Source: an optimization exercise on an open RTL-to-GDS flow (aim: small area and a short achievable clock period). Production flows keep margins and buffers that such runs may drop.
RTL that was checked went through simulation tests only; none was proved equivalent to the original.
Power and IR drop assume default switching activity.

## west
// lab4_2
module lab4_2(
  input [1:0] mode,
  input [2:0] n_gasoline_pumps,
  input [2:0] n_diesel_pumps,
  input [3:0] fuel_amount,
  input fuel_type,
  input CLK,
  input rst,
  output [0:5] pump_status,
  output is_gasoline_queue_not_full,
  output is_diesel_queue_not_full,
  output [3:0] n_cars_in_gasoline_queue,
  output [3:0] n_cars_in_diesel_queue,
  output [7:0] total_gasoline_needed,
  output [7:0] total_diesel_needed,
  output reg invalid_gasoline_car,
  output reg invalid_diesel_car,
  output reg invalid_setup_params
);
Size in the first run: ~110 flip-flops, ~50 I/O pins, about 8300 um^2 of cells after synthesis.
Settings: LEC_CHECK=0, CAP_MARGIN=20, CORE_MARGIN=2, CORE_UTILIZATION=55, CTS_BUF_LIST=sky130_fd_sc_hd__clkbuf_8 sky130_fd_sc_hd__clkbuf_16, CTS_CLUSTER_DIAMETER=40, SLEW_MARGIN=20; clock period 13.0 ns.
standard.sh (not shown) runs the stock make flow with config.mk's settings and CLKGATE_MAP_FILE= SYNTH_SCRIPT=/design/flow/synth_recipe.tcl, a recipe that flattens the netlist after the stock synthesis.
==> flow/flow/run.sh <==
#!/bin/bash
# Own layout flow: the standard flow (standard.sh), with three changes:
#  - synthesis maps with an area-oriented ABC script (flow/area.abc) instead
#    of ORFS's speed script; everything else in synthesis is the standard flow's
#    synth_recipe.tcl unchanged (same registers, names and cell types);
#  - Yosys's full-adder extraction is left out (ADDER_MAP_FILE empty), so ABC
#    maps the adders along with the rest of the logic;
#  - ports are buffered with buf_2 cells, and timing repair may resize
#    cells across footprints (MATCH_CELL_FOOTPRINT 0);
#  - the timing repair steps aim for a setup slack margin (SETUP_MARGIN) so
#    that the critical paths get sized up after the area-oriented mapping.
# Each tool's full output goes to a log file in this folder.
set -euo pipefail
here=$(pwd)
SETUP_MARGIN=${SETUP_MARGIN:-8.5}
{
  echo "proc abc {args} {"
  echo "  set i [lsearch -exact \$args -script]"
  echo "  if {\$i >= 0} { set args [lreplace \$args [expr {\$i + 1}] [expr {\$i + 1}] $here/flow/area.abc] }"
  echo "  yosys abc {*}\$args"
  echo "}"
  cat synth_recipe.tcl
} > own_synth.tcl
bash standard.sh SYNTH_SCRIPT=$here/own_synth.tcl ADDER_MAP_FILE= SETUP_SLACK_MARGIN=$SETUP_MARGIN MATCH_CELL_FOOTPRINT=0 "BUFFER_PORTS_ARGS=-inputs -outputs -buffer_cell sky130_fd_sc_hd__buf_2" finish > flow_make.log 2>&1
==> flow/flow/area.abc <==
strash
ifraig
scorr
dc2
strash
&get -n
&dch -f
&nf -R 1000
&put
west finished every stage and its layout cleared the timing, design-rule and antenna checks.
[inputs] east vs west
--- a/flow/design.v
+++ b/flow/design.v
@@ -15,23 +15,24 @@
   output [7:0] total_gasoline_needed,
   output [7:0] total_diesel_needed,
   output reg invalid_gasoline_car,
   output reg invalid_diesel_car,
   output reg invalid_setup_params
 );
 reg [5:0] gas;           
 reg [5:0] dsl;           
-reg g_none, d_none;      
 reg [5:0] st;            
 reg [2:0] rem [0:5];     
 wire [3:0] cg, cd;       
 wire [7:0] tg, td;       
 integer j;
 wire set_up = gas[0] | dsl[0];
+wire g_none = ~gas[0];    
+wire d_none = ~|dsl;
 wire [5:0] inuse = gas | dsl;
 assign n_cars_in_gasoline_queue = cg | {4{g_none}};
 assign n_cars_in_diesel_queue   = cd | {4{d_none}};
 assign total_gasoline_needed    = tg | {8{g_none}};
 assign total_diesel_needed      = td | {8{d_none}};
 assign is_gasoline_queue_not_full = ~g_none & ~cg[3];
 assign is_diesel_queue_not_full   = ~d_none & ~cd[3];
 genvar gj;
@@ -64,30 +65,26 @@
 lab4_2_fuel fuel_d (
   .CLK(CLK), .proc(proc), .clear(do_setup), .take_m(st & dsl),
   .busy_m(~st & dsl), .v(vd0), .amount(fuel_amount),
   .tq(tq_d), .tn(tn_d), .h(hd), .acc(acc_d), .cnt(cd), .total(td));
 always @(posedge CLK) begin
   if (rst) begin
     gas <= 0;
     dsl <= 0;
-    g_none <= 1;
-    d_none <= 1;
     invalid_gasoline_car <= 0;
     invalid_diesel_car <= 0;
     invalid_setup_params <= 0;
   end else if (mode[1]) begin
     invalid_gasoline_car <= 0;
     invalid_diesel_car <= 0;
     invalid_setup_params <= ~valid_setup;
     if (valid_setup) begin
       gas <= gas_new;
       dsl <= use_new & ~gas_new;
-      g_none <= (n_gasoline_pumps == 3'd0);
-      d_none <= (n_diesel_pumps == 3'd0);
     end
   end else begin
     if (set_up) begin
       if (!mode[0]) invalid_setup_params <= 0;
       invalid_gasoline_car <= mode[0] & ~fuel_type & ~acc_g;
       invalid_diesel_car   <= mode[0] &  fuel_type & ~acc_d;
     end else if (mode[0]) begin
       invalid_gasoline_car <= 0;
@@ -153,36 +150,16 @@
       for (k = 0; k < 5; k = k + 1) l[k] = l[k + 1];
     end
   end
 end
 wire none_left = seen[6];    
 always @* begin
   for (j = 0; j < 6; j = j + 1) tn[j] = take_m[j] & ~tq[j] & ~seen[j] & v;
 end
-function [6:0] cnt6(input [5:0] m);
-  reg [3:0] a, b;
-  integer x, y;
-  begin
-    a = {m[0] & m[1] & m[2],
-         (m[0] & m[1] & ~m[2]) | (m[0] & ~m[1] & m[2]) | (~m[0] & m[1] & m[2]),
-         (m[0] & ~m[1] & ~m[2]) | (~m[0] & m[1] & ~m[2]) | (~m[0] & ~m[1] & m[2]),
-         ~m[0] & ~m[1] & ~m[2]};
-    b = {m[3] & m[4] & m[5],
-         (m[3] & m[4] & ~m[5]) | (m[3] & ~m[4] & m[5]) | (~m[3] & m[4] & m[5]),
-         (m[3] & ~m[4] & ~m[5]) | (~m[3] & m[4] & ~m[5]) | (~m[3] & ~m[4] & m[5]),
-         ~m[3] & ~m[4] & ~m[5]};
-    cnt6 = 7'd0;
-    for (x = 0; x < 4; x = x + 1)
-      for (y = 0; y < 4; y = y + 1)
-        cnt6[x + y] = cnt6[x + y] | (a[x] & b[y]);
-  end
-endfunction
-wire [6:0] n_oh = cnt6(take_m);
-wire [6:0] nb_oh = cnt6(busy_m);
 wire [2:0] n = {2'b0, take_m[0]} + take_m[1] + take_m[2] + take_m[3] + take_m[4] + take_m[5];
 wire full = cnt[3] & (take_m == 6'd0);
 assign acc = v & ~full;
 wire enq = acc & ~none_left;
 wire [3:0] left = cnt - n;      
 wire [3:0] left1 = left + 4'd1;
 reg [2:0] a [0:7];
 reg [2:0] b [0:7];
### Flow results
Comparing east and west, the higher routed wire length was measured on east. Looking at delay of the slowest critical-path stage, east sits 0.16 ns above west. According to the power report, total power for east is higher than for west. Status: number of cells in the finished layout apart from fillers parity (west, east). Between west and east, worst hold slack decreased. Against west, number of cells upsized or downsized after cts in east rose by a few percent. east reports a higher met3 usage in global routing than west does. Between west and east, the share of the clock period used by the worst path figures differ only marginally. Across both runs, clock-cell share of area was higher for east than for west. east and west ended up with nearly the same clock input transition at the sequential cells of the worst setup and hold paths.

Another version of the RTL of lab4_2 (not shown whole).
Size: ~1100 cells after synthesis, about 100 flip-flops, about 0.0081 mm^2 of cells after synthesis.
export LEC_CHECK = 0
export CAP_MARGIN = 20
export CORE_MARGIN = 2
export CORE_UTILIZATION = 55
export CTS_BUF_LIST = sky130_fd_sc_hd__clkbuf_8 sky130_fd_sc_hd__clkbuf_16
export CTS_CLUSTER_DIAMETER = 40
export SLEW_MARGIN = 20
create_clock -name core_clock -period 13.0 [get_ports {CLK}]
Scripts as last shown in full above: flow/flow/run.sh, flow/flow/area.abc
Then changed:
--- a/flow/design.v
+++ b/flow/design.v
@@ -13,34 +13,25 @@
   output [3:0] n_cars_in_gasoline_queue,
   output [3:0] n_cars_in_diesel_queue,
   output [7:0] total_gasoline_needed,
   output [7:0] total_diesel_needed,
   output reg invalid_gasoline_car,
   output reg invalid_diesel_car,
   output reg invalid_setup_params
 );
-reg [2:0] g;             
-reg [2:0] s;             
-reg [5:0] gas, dsl;      
-always @* begin : roles
-  integer i;
-  for (i = 0; i < 6; i = i + 1) begin
-    gas[i] = (g > i);
-    dsl[i] = (s > i) & ~(g > i);
-  end
-end
+reg [5:0] gas;           
+reg [5:0] dsl;           
+reg g_none, d_none;      
 reg [5:0] st;            
 reg [2:0] rem [0:5];     
 wire [3:0] cg, cd;       
 wire [7:0] tg, td;       
 integer j;
-wire set_up = (s != 3'd0);
-wire g_none = (g == 3'd0);    
-wire d_none = (s == g);
+wire set_up = gas[0] | dsl[0];
 wire [5:0] inuse = gas | dsl;
 assign n_cars_in_gasoline_queue = cg | {4{g_none}};
 assign n_cars_in_diesel_queue   = cd | {4{d_none}};
 assign total_gasoline_needed    = tg | {8{g_none}};
 assign total_diesel_needed      = td | {8{d_none}};
 assign is_gasoline_queue_not_full = ~g_none & ~cg[3];
 assign is_diesel_queue_not_full   = ~d_none & ~cd[3];
 genvar gj;
@@ -71,28 +62,32 @@
   .busy_m(~st & gas), .v(vg0), .amount(fuel_amount),
   .tq(tq_g), .tn(tn_g), .h(hg), .acc(acc_g), .cnt(cg), .total(tg));
 lab4_2_fuel fuel_d (
   .CLK(CLK), .proc(proc), .clear(do_setup), .take_m(st & dsl),
   .busy_m(~st & dsl), .v(vd0), .amount(fuel_amount),
   .tq(tq_d), .tn(tn_d), .h(hd), .acc(acc_d), .cnt(cd), .total(td));
 always @(posedge CLK) begin
   if (rst) begin
-    g <= 0;
-    s <= 0;
+    gas <= 0;
+    dsl <= 0;
+    g_none <= 1;
+    d_none <= 1;
     invalid_gasoline_car <= 0;
     invalid_diesel_car <= 0;
     invalid_setup_params <= 0;
   end else if (mode[1]) begin
     invalid_gasoline_car <= 0;
     invalid_diesel_car <= 0;
     invalid_setup_params <= ~valid_setup;
     if (valid_setup) begin
-      g <= n_gasoline_pumps;
-      s <= setup_sum[2:0];
+      gas <= gas_new;
+      dsl <= use_new & ~gas_new;
+      g_none <= (n_gasoline_pumps == 3'd0);
+      d_none <= (n_diesel_pumps == 3'd0);
     end
   end else begin
     if (set_up) begin
       if (!mode[0]) invalid_setup_params <= 0;
       invalid_gasoline_car <= mode[0] & ~fuel_type & ~acc_g;
       invalid_diesel_car   <= mode[0] &  fuel_type & ~acc_d;
     end else if (mode[0]) begin
       invalid_gasoline_car <= 0;
@@ -158,22 +153,41 @@
       for (k = 0; k < 5; k = k + 1) l[k] = l[k + 1];
     end
   end
 end
 wire none_left = seen[6];    
 always @* begin
   for (j = 0; j < 6; j = j + 1) tn[j] = take_m[j] & ~tq[j] & ~seen[j] & v;
 end
+function [6:0] cnt6(input [5:0] m);
+  reg [3:0] a, b;
+  integer x, y;
+  begin
+    a = {m[0] & m[1] & m[2],
+         (m[0] & m[1] & ~m[2]) | (m[0] & ~m[1] & m[2]) | (~m[0] & m[1] & m[2]),
+         (m[0] & ~m[1] & ~m[2]) | (~m[0] & m[1] & ~m[2]) | (~m[0] & ~m[1] & m[2]),
+         ~m[0] & ~m[1] & ~m[2]};
+    b = {m[3] & m[4] & m[5],
+         (m[3] & m[4] & ~m[5]) | (m[3] & ~m[4] & m[5]) | (~m[3] & m[4] & m[5]),
+         (m[3] & ~m[4] & ~m[5]) | (~m[3] & m[4] & ~m[5]) | (~m[3] & ~m[4] & m[5]),
+         ~m[3] & ~m[4] & ~m[5]};
+    cnt6 = 7'd0;
+    for (x = 0; x < 4; x = x + 1)
+      for (y = 0; y < 4; y = y + 1)
+        cnt6[x + y] = cnt6[x + y] | (a[x] & b[y]);
+  end
+endfunction
+wire [6:0] n_oh = cnt6(take_m);
+wire [6:0] nb_oh = cnt6(busy_m);
 wire [2:0] n = {2'b0, take_m[0]} + take_m[1] + take_m[2] + take_m[3] + take_m[4] + take_m[5];
 wire full = cnt[3] & (take_m == 6'd0);
 assign acc = v & ~full;
 wire enq = acc & ~none_left;
 wire [3:0] left = cnt - n;      
-wire [3:0] left1 = left + 4'd1;
 reg [2:0] a [0:7];
 reg [2:0] b [0:7];
 reg [2:0] c [0:7];
 always @* begin
   for (k = 0; k < 8; k = k + 1) a[k] = (proc && n[0] && k < 7) ? q[k + 1] : q[k];
   for (k = 0; k < 8; k = k + 1) b[k] = (proc && n[1] && k < 6) ? a[k + 2] : a[k];
   for (k = 0; k < 8; k = k + 1) c[k] = (proc && n[2] && k < 4) ? b[k + 4] : b[k];
 end
@@ -187,16 +201,16 @@
 wire dn_w = (sw[4:3] == 2'b11) & ~amount[3];
 wire [6:0] with_car = {up_w ? thi_p1 : dn_w ? thi_m1 : thi, sw[2:0]};
 wire [6:0] base = {p[3] ? thi_m1 : thi, p[2:0]};
 always @(posedge CLK)
   for (k = 0; k < 8; k = k + 1)
     q[k] <= (proc && (none_left || k >= left)) ? amount[2:0] : c[k];
 always @(posedge CLK) begin
   if (proc) begin
-    cnt <= enq ? (none_left ? 4'd1 : left1) : (none_left ? 4'd0 : left);
+    cnt <= none_left ? 4'd0 : left + enq;
     tot <= acc ? with_car : base;
   end else if (clear) begin
     cnt <= 4'd0;
     tot <= 7'd0;
   end
 end
 endmodule
Via count goes down slightly; register-to-register slack is better by 0.05 ns; flip-flop and latch count climbs by 8; critical path depth does not change; clock power is higher by a few percent.
Function was not checked in any run of this note: the RTL went through the layout flow alone.

red:
The RTL this note starts from:
==> flow/design.v <==
`timescale 1ns / 1ps
module lab4_2(
  input [1:0] mode,
  input [2:0] n_gasoline_pumps,
  input [2:0] n_diesel_pumps,
  input [3:0] fuel_amount,
  input fuel_type,
  input CLK,
  input rst,
  output [0:5] pump_status,
  output is_gasoline_queue_not_full,
  output is_diesel_queue_not_full,
  output [3:0] n_cars_in_gasoline_queue,
  output [3:0] n_cars_in_diesel_queue,
  output [7:0] total_gasoline_needed,
  output [7:0] total_diesel_needed,
  output reg invalid_gasoline_car,
  output reg invalid_diesel_car,
  output reg invalid_setup_params
);
reg [5:0] gas;           
reg [5:0] dsl;           
reg [5:0] st;            
reg [2:0] rem [0:5];     
wire [3:0] cg, cd;       
wire [7:0] tg, td;       
integer j;
wire set_up = gas[0] | dsl[0];
wire g_none = ~gas[0];    
wire d_none = ~|dsl;
wire [5:0] inuse = gas | dsl;
assign n_cars_in_gasoline_queue = cg | {4{g_none}};
assign n_cars_in_diesel_queue   = cd | {4{d_none}};
assign total_gasoline_needed    = tg | {8{g_none}};
assign total_diesel_needed      = td | {8{d_none}};
assign is_gasoline_queue_not_full = ~g_none & ~cg[3];
assign is_diesel_queue_not_full   = ~d_none & ~cd[3];
genvar gj;
generate for (gj = 0; gj < 6; gj = gj + 1) begin : ps
  assign pump_status[gj] = st[gj];
end endgenerate
wire proc = ~mode[1];    
wire amt_ok = fuel_amount[3] ? (fuel_amount[2:0] == 3'd0) : (fuel_amount[2:0] != 3'd0);
wire [2:0] amt = fuel_amount[2:0];
wire vg0 = mode[0] & ~fuel_type & amt_ok & ~g_none;
wire vd0 = mode[0] &  fuel_type & amt_ok & ~d_none;
wire [5:0] busy = ~st & inuse;
wire [3:0] setup_sum = {1'b0, n_gasoline_pumps} + {1'b0, n_diesel_pumps};
wire valid_setup = (setup_sum != 4'd0) && (setup_sum <= 4'd6);
wire do_setup = mode[1] & valid_setup;
reg [5:0] gas_new, use_new;
always @* begin
  for (j = 0; j < 6; j = j + 1) begin
    gas_new[j] = (n_gasoline_pumps > j);
    use_new[j] = (setup_sum > j);
  end
end
wire [5:0] tq_g, tq_d, tn_g, tn_d;
wire [17:0] hg, hd;
wire acc_g, acc_d;
lab4_2_fuel fuel_g (
  .CLK(CLK), .proc(proc), .clear(do_setup), .take_m(st & gas),
  .busy_m(~st & gas), .v(vg0), .amount(fuel_amount),
  .tq(tq_g), .tn(tn_g), .h(hg), .acc(acc_g), .cnt(cg), .total(tg));
lab4_2_fuel fuel_d (
  .CLK(CLK), .proc(proc), .clear(do_setup), .take_m(st & dsl),
  .busy_m(~st & dsl), .v(vd0), .amount(fuel_amount),
  .tq(tq_d), .tn(tn_d), .h(hd), .acc(acc_d), .cnt(cd), .total(td));
always @(posedge CLK) begin
  if (rst) begin
    gas <= 0;
    dsl <= 0;
    invalid_gasoline_car <= 0;
    invalid_diesel_car <= 0;
    invalid_setup_params <= 0;
  end else if (mode[1]) begin
    invalid_gasoline_car <= 0;
    invalid_diesel_car <= 0;
    invalid_setup_params <= ~valid_setup;
    if (valid_setup) begin
      gas <= gas_new;
      dsl <= use_new & ~gas_new;
    end
  end else begin
    if (set_up) begin
      if (!mode[0]) invalid_setup_params <= 0;
      invalid_gasoline_car <= mode[0] & ~fuel_type & ~acc_g;
      invalid_diesel_car   <= mode[0] &  fuel_type & ~acc_d;
    end else if (mode[0]) begin
      invalid_gasoline_car <= 0;
      invalid_diesel_car <= 0;
    end
  end
end
reg [5:0] st_run;
reg [2:0] rem_run [0:5];
always @* begin
  for (j = 0; j < 6; j = j + 1) begin
    if (busy[j]) begin
      st_run[j] = (rem[j] == 3'd1);
      rem_run[j] = rem[j] - {2'b0, proc};    
    end else begin
      st_run[j] = st[j] & ~(tq_g[j] | tq_d[j] | tn_g[j] | tn_d[j]);
      rem_run[j] = tq_g[j] ? hg[3*j +: 3] : tq_d[j] ? hd[3*j +: 3] : amt;
    end
  end
end
always @(posedge CLK) begin
  if (rst) st <= 6'd0;
  else if (proc) st <= st_run;
  else if (do_setup) st <= use_new;
  for (j = 0; j < 6; j = j + 1)
    rem[j] <= rem_run[j];      
end
endmodule
module lab4_2_fuel (
  input CLK,
  input proc,                
  input clear,               
  input [5:0] take_m,        
  input [5:0] busy_m,        
  input v,                   
  input [3:0] amount,
  output reg [5:0] tq,       
  output reg [5:0] tn,       
  output reg [17:0] h,       
  output acc,                
  output reg [3:0] cnt,
  output [7:0] total
);
reg [2:0] q [0:7];
reg [6:0] tot;           
assign total = {1'b0, tot};
integer j, k;
reg [5:0] t;
reg [2:0] l [0:5];
reg [6:0] seen;
always @* begin
  for (k = 0; k < 6; k = k + 1) begin
    t[k] = (cnt > k);
    l[k] = q[k];
  end
  seen[0] = 1'b0;
  for (j = 0; j < 6; j = j + 1) begin
    tq[j] = take_m[j] & t[0];
    h[3*j +: 3] = l[0];
    seen[j + 1] = seen[j] | (take_m[j] & ~t[0]);
    if (take_m[j]) begin
      t = {1'b0, t[5:1]};
      for (k = 0; k < 5; k = k + 1) l[k] = l[k + 1];
    end
  end
end
wire none_left = seen[6];    
always @* begin
  for (j = 0; j < 6; j = j + 1) tn[j] = take_m[j] & ~tq[j] & ~seen[j] & v;
end
wire [2:0] n = {2'b0, take_m[0]} + take_m[1] + take_m[2] + take_m[3] + take_m[4] + take_m[5];
wire full = cnt[3] & (take_m == 6'd0);
assign acc = v & ~full;
wire enq = acc & ~none_left;
wire [3:0] left = cnt - n;      
reg [2:0] a [0:7];
reg [2:0] b [0:7];
reg [2:0] c [0:7];
always @* begin
  for (k = 0; k < 8; k = k + 1) a[k] = (proc && n[0] && k < 7) ? q[k + 1] : q[k];
  for (k = 0; k < 8; k = k + 1) b[k] = (proc && n[1] && k < 6) ? a[k + 2] : a[k];
  for (k = 0; k < 8; k = k + 1) c[k] = (proc && n[2] && k < 4) ? b[k + 4] : b[k];
end
wire [2:0] nb = {2'b0, busy_m[0]} + busy_m[1] + busy_m[2] + busy_m[3] + busy_m[4] + busy_m[5];
wire [3:0] p = {1'b0, tot[2:0]} - {1'b0, nb};             
wire [4:0] sw = {p[3], p} + {2'b0, amount[2:0]};            
wire [3:0] thi = tot[6:3];
wire [3:0] thi_m1 = thi - 4'd1;
wire [3:0] thi_p1 = thi + 4'd1;
wire up_w = (sw[4:3] == 2'b01) | ((sw[4:3] == 2'b00) & amount[3]);
wire dn_w = (sw[4:3] == 2'b11) & ~amount[3];
wire [6:0] with_car = {up_w ? thi_p1 : dn_w ? thi_m1 : thi, sw[2:0]};
wire [6:0] base = {p[3] ? thi_m1 : thi, p[2:0]};
always @(posedge CLK)
  for (k = 0; k < 8; k = k + 1)
    q[k] <= (proc && (none_left || k >= left)) ? amount[2:0] : c[k];
always @(posedge CLK) begin
  if (proc) begin
    cnt <= none_left ? 4'd0 : left + enq;    
    tot <= acc ? with_car : base;
  end else if (clear) begin
    cnt <= 4'd0;
    tot <= 7'd0;
  end
end
endmodule
export LEC_CHECK = 0
export CAP_MARGIN = 20
export CORE_MARGIN = 2
export CORE_UTILIZATION = 55
export CTS_BUF_LIST = sky130_fd_sc_hd__clkbuf_8 sky130_fd_sc_hd__clkbuf_16
export CTS_CLUSTER_DIAMETER = 40
export SLEW_MARGIN = 20
create_clock -name core_clock -period 13.0 [get_ports {CLK}]
==> flow/flow/run.sh <==
#!/bin/bash
# Own layout flow: the standard flow (standard.sh), with three changes:
#  - synthesis maps with an area-oriented ABC script (flow/area.abc, which
#    then sizes gates for a 3.5 ns target) instead of ORFS's speed script; everything else in synthesis is the standard flow's
#    synth_recipe.tcl unchanged (same registers, names and cell types);
#  - Yosys's full-adder extraction is left out (ADDER_MAP_FILE empty), so ABC
#    maps the adders along with the rest of the logic;
#  - ports are buffered with buf_2 cells, and timing repair may resize
#    cells across footprints (MATCH_CELL_FOOTPRINT 0);
#  - the timing repair steps aim for a setup slack margin (SETUP_MARGIN) so
#    that the critical paths get sized up after the area-oriented mapping.
# Each tool's full output goes to a log file in this folder.
set -euo pipefail
here=$(pwd)
SETUP_MARGIN=${SETUP_MARGIN:-8.5}
{
  echo "proc abc {args} {"
  echo "  set i [lsearch -exact \$args -script]"
  echo "  if {\$i >= 0} { set args [lreplace \$args [expr {\$i + 1}] [expr {\$i + 1}] $here/flow/area.abc] }"
  echo "  set i [lsearch -exact \$args -D]"
  echo "  if {\$i >= 0} { set args [lreplace \$args [expr {\$i + 1}] [expr {\$i + 1}] 3500] }"
  echo "  yosys abc {*}\$args"
  echo "}"
  cat synth_recipe.tcl
} > own_synth.tcl
bash standard.sh SYNTH_SCRIPT=$here/own_synth.tcl ADDER_MAP_FILE= SETUP_SLACK_MARGIN=$SETUP_MARGIN MATCH_CELL_FOOTPRINT=0 "BUFFER_PORTS_ARGS=-inputs -outputs -buffer_cell sky130_fd_sc_hd__buf_2" finish > flow_make.log 2>&1
==> flow/flow/area.abc <==
strash
ifraig
scorr
dc2
strash
&get -n
&dch -f
&nf -R 1000
&put
topo
stime -c
buffer -c
upsize -c
dnsize -c
#### Input delta (blue over red)
--- a/flow/design.v
+++ b/flow/design.v
@@ -157,12 +157,13 @@
 end
 wire [2:0] n = {2'b0, take_m[0]} + take_m[1] + take_m[2] + take_m[3] + take_m[4] + take_m[5];
 wire full = cnt[3] & (take_m == 6'd0);
 assign acc = v & ~full;
 wire enq = acc & ~none_left;
 wire [3:0] left = cnt - n;      
+wire [3:0] left1 = left + 4'd1;
 reg [2:0] a [0:7];
 reg [2:0] b [0:7];
 reg [2:0] c [0:7];
 always @* begin
   for (k = 0; k < 8; k = k + 1) a[k] = (proc && n[0] && k < 7) ? q[k + 1] : q[k];
   for (k = 0; k < 8; k = k + 1) b[k] = (proc && n[1] && k < 6) ? a[k + 2] : a[k];
@@ -180,13 +181,13 @@
 wire [6:0] base = {p[3] ? thi_m1 : thi, p[2:0]};
 always @(posedge CLK)
   for (k = 0; k < 8; k = k + 1)
     q[k] <= (proc && (none_left || k >= left)) ? amount[2:0] : c[k];
 always @(posedge CLK) begin
   if (proc) begin
-    cnt <= none_left ? 4'd0 : left + enq;    
+    cnt <= enq ? (none_left ? 4'd1 : left1) : (none_left ? 4'd0 : left);
     tot <= acc ? with_car : base;
   end else if (clear) begin
     cnt <= 4'd0;
     tot <= 7'd0;
   end
 end
==> run summary <==
- Diff blue and red: via count of the first global-routing pass higher in blue
- When the final numbers for blue and red were put side by side, the headroom to the max-slew limit turned out to be smaller in blue.
- Relative to red, the wire length of the first global-routing pass measured on blue has increased by a few percent.
- Status | blue and red | clean
- Design area: blue lower than red
- In blue, the area taken by flip-flops and latches came out about 0.4% below the value in red.
- red -> blue: clock-pin slew of the registers on the worst-case setup and hold paths flat

what the ideal ports hide:
The flow's constraints put no driver on any port. The routed layouts listed below were extracted and timed again, unchanged, in two steps. Step 1, drivers: a clkbuf_16 drives CLK and a buf_2 each remaining input, both assumed. Step 2 adds t to the input delays and takes it off the output delays; t is the mean of the earliest and latest rising clock arrival at the registers after step 1. Input paths then give back, and output paths get back, about the clock's delay inside the block. a / b / c = ideal / step 1 / step 2; a / b = the first two.
run | t, ns | slack for setup (ns) | worst setup path after step 2 | latest minus earliest clock arrival (ns) | cell pins on the clock port's net
west | 0.411 | 8.592 / 8.601 / 8.189 | input to register | 0.015 / 0.015 | 1
east | 0.402 | 8.590 / 8.614 / 8.212 | input to register | 0.010 / 0.011 | 1
the first run of note 2 | 0.403 | 8.544 / 8.502 / 8.189 | input to register | 0.010 / 0.011 | 1
the second run of note 2 | 0.410 | 8.550 / 8.574 / 8.164 | input to register | 0.008 / 0.008 | 1
red | 0.400 | 8.656 / 8.635 / 8.283 | input to register | 0.010 / 0.010 | 1
blue | 0.409 | 8.583 / 8.603 / 8.193 | input to register | 0.013 / 0.013 | 1
After both steps every run listed still meets setup and hold. For west, which loses most, drivers alone change the setup slack by +0.009 ns; drivers and shift together by -0.403 ns.
